What follows belongs to an exercise in optimizing a design on an open flow for small area, a short achievable clock period and few clock cycles per item; a production flow would make more cautious choices.
In this exercise RTL edits were held to simulation tests only and were not proved equivalent to the original.

// md5_ctl
module md5_ctl(clk_i, rdy_i, msg_i, rst_i, hash_o, rdy_o, busy_o);
	input clk_i;
	input rdy_i;
	input [0:31] msg_i;
	input rst_i;
	output [0:127] hash_o;
	output rdy_o;
	output busy_o;
	reg idle, run, last, fin;
	reg [5:0] k;		 
	reg go;			 
	reg [4:0] sh;		 
	reg [2:0] rsel;		 
	reg [31:0] pre;
	reg [31:0] a, b, c, d;
	reg [31:0] h0, h1, h2, h3;
	reg [511:0] mq;		 
	wire [31:0] msg = msg_i;
	wire [31:0] m_in = {msg[7:0], msg[15:8], msg[23:16], msg[31:24]};
	wire accept = rdy_i & ~run & ~last & ~fin;
	wire do_pre = accept | run;
	wire [5:0] k_n = do_pre ? k + 6'd1 : k;
	wire shift = accept | (run & (k != 6'd47));
	wire [63:0] kdec = 64'd1 << k;
	wire [31:0] tk;
	assign tk[0] = |(kdec & 64'he9debc225c74a6d4);
	assign tk[1] = |(kdec & 64'h5136030587297a7e);
	assign tk[2] = |(kdec & 64'h2547ad181f104a1a);
	assign tk[3] = |(kdec & 64'h41485228e8984b3d);
	assign tk[4] = |(kdec & 64'he4ea528062342d47);
	assign tk[5] = |(kdec & 64'h6a4cf2e429099e39);
	assign tk[6] = |(kdec & 64'h03d1e3d16bb7010f);
	assign tk[7] = |(kdec & 64'hdab66722efc86f1c);
	assign tk[8] = |(kdec & 64'h8c962a65378b7e92);
	assign tk[9] = |(kdec & 64'hf707837262ce4e7a);
	assign tk[10] = |(kdec & 64'h13e2cba28f690afb);
	assign tk[11] = |(kdec & 64'h11b269f995848518);
	assign tk[12] = |(kdec & 64'hf9d2fd8b08b63f86);
	assign tk[13] = |(kdec & 64'h334f479f30c32207);
	assign tk[14] = |(kdec & 64'hf7f2d17691cc6e6c);
	assign tk[15] = |(kdec & 64'he26a30b231ca0bab);
	assign tk[16] = |(kdec & 64'h545927ce77d0442a);
	assign tk[17] = |(kdec & 64'hf05a65f1fa9d04a3);
	assign tk[18] = |(kdec & 64'hc2e494bc663d8eba);
	assign tk[19] = |(kdec & 64'h2b73adf5e8156c19);
	assign tk[20] = |(kdec & 64'h701c31f70e8dfc58);
	assign tk[21] = |(kdec & 64'h2343c6dbf358c45d);
	assign tk[22] = |(kdec & 64'h5050342b7da64e93);
  ...
For scale: roughly 5,300 cells after synthesis, about 880 flip-flops, about 170 I/O pins.
Settings: LEC_CHECK=0, ABC_AREA=1, CAP_MARGIN=20, CORE_MARGIN=2, CORE_UTILIZATION=30, SLEW_MARGIN=20; clock period 12.5 ns.
standard.sh (not shown) runs the stock make flow with config.mk's settings and CLKGATE_MAP_FILE= SYNTH_SCRIPT=/design/flow/synth_recipe.tcl, a recipe that flattens the netlist after the stock synthesis.
==> flow/flow/run.sh <==
#!/bin/bash
# The standard layout (standard.sh: the standard synthesis and ORFS flow) with three
# changes to how the layout is made; the clock period and constraints are the design's:
#  - the clock tree is built from clkbuf_16 with up to 25 sinks per cluster and no dummy loads;
#  - every input and output port still gets its own buffer, a buf_1.
set -euo pipefail
bash standard.sh SETUP_SLACK_MARGIN=8 \
  "CTS_ARGS=-sink_clustering_enable -repair_clock_nets -dont_use_dummy_load -buf_list sky130_fd_sc_hd__clkbuf_16 -sink_clustering_size 25 -sink_clustering_max_diameter 80" \
  "BUFFER_PORTS_ARGS=-buffer_cell sky130_fd_sc_hd__buf_1" \
  finish > make_finish.log 2>&1
The baseline produced a clean layout.
Testbench counts at the start, summed over its fixed seeds: cycles 29,892, blocks 450.
Change:
==> flow/run.sh (new file) <==
#!/bin/bash
# synth_recipe.tcl (not shown) runs the flow's synth.tcl, then flattens the netlist and writes it again
# the make line also repeats each setting of config.mk as NAME=value (left out here)
make -C /OpenROAD-flow-scripts/flow DESIGN_CONFIG=/design/flow/config.mk WORK_HOME=/design/flow/orfs CLKGATE_MAP_FILE= SYNTH_SCRIPT=/design/flow/synth_recipe.tcl finish
SETUP_SLACK_MARGIN = 5   (was unset)
removed: flow/flow/run.sh
removed: flow/standard.sh
=> The changed run went through all stages and came out clean. Final cell count drops slightly. Worst setup slack loses 1.4 ns. Maximum frequency falls by about a fifth. Hold slack improved by 0.027 ns. Clock-buffer cell count went up by 69. Area after synthesis stays the same. Non-clock buffer count drops by 201.

## static timing again, ports no longer ideal
The flow's constraints put no driver on any port. The routed layouts listed below were extracted and timed again, unchanged, in two steps.
Step 1, drivers: a clkbuf_16 drives clk_i and a buf_2 each remaining input, both assumed.
Step 2, shift: input delay + t, output delay - t, t = (earliest + latest rising clock arrival at the registers) / 2. This alone moves slack from input paths to output paths.
Three values: ideal, step 1, step 2; two values: the first two.
| run | t, ns | setup slack, ns | worst hold slack (ns) | worst setup path after step 2 | clock arrival spread, ns |
|---|---|---|---|---|---|
| the first run | 0.740 | 7.610 / 7.610 / 6.948 | 0.363 / 0.363 / 0.363 | input to register | 0.179 / 0.179 |
| the second run | 0.794 | 6.212 / 6.212 / 6.031 | 0.390 / 0.390 / 0.390 | input to register | 0.083 / 0.082 |
After both steps setup and hold are still met in every run listed. For the first run, which loses most, drivers alone change the setup slack by 0.000 ns; drivers and shift together by -0.662 ns.
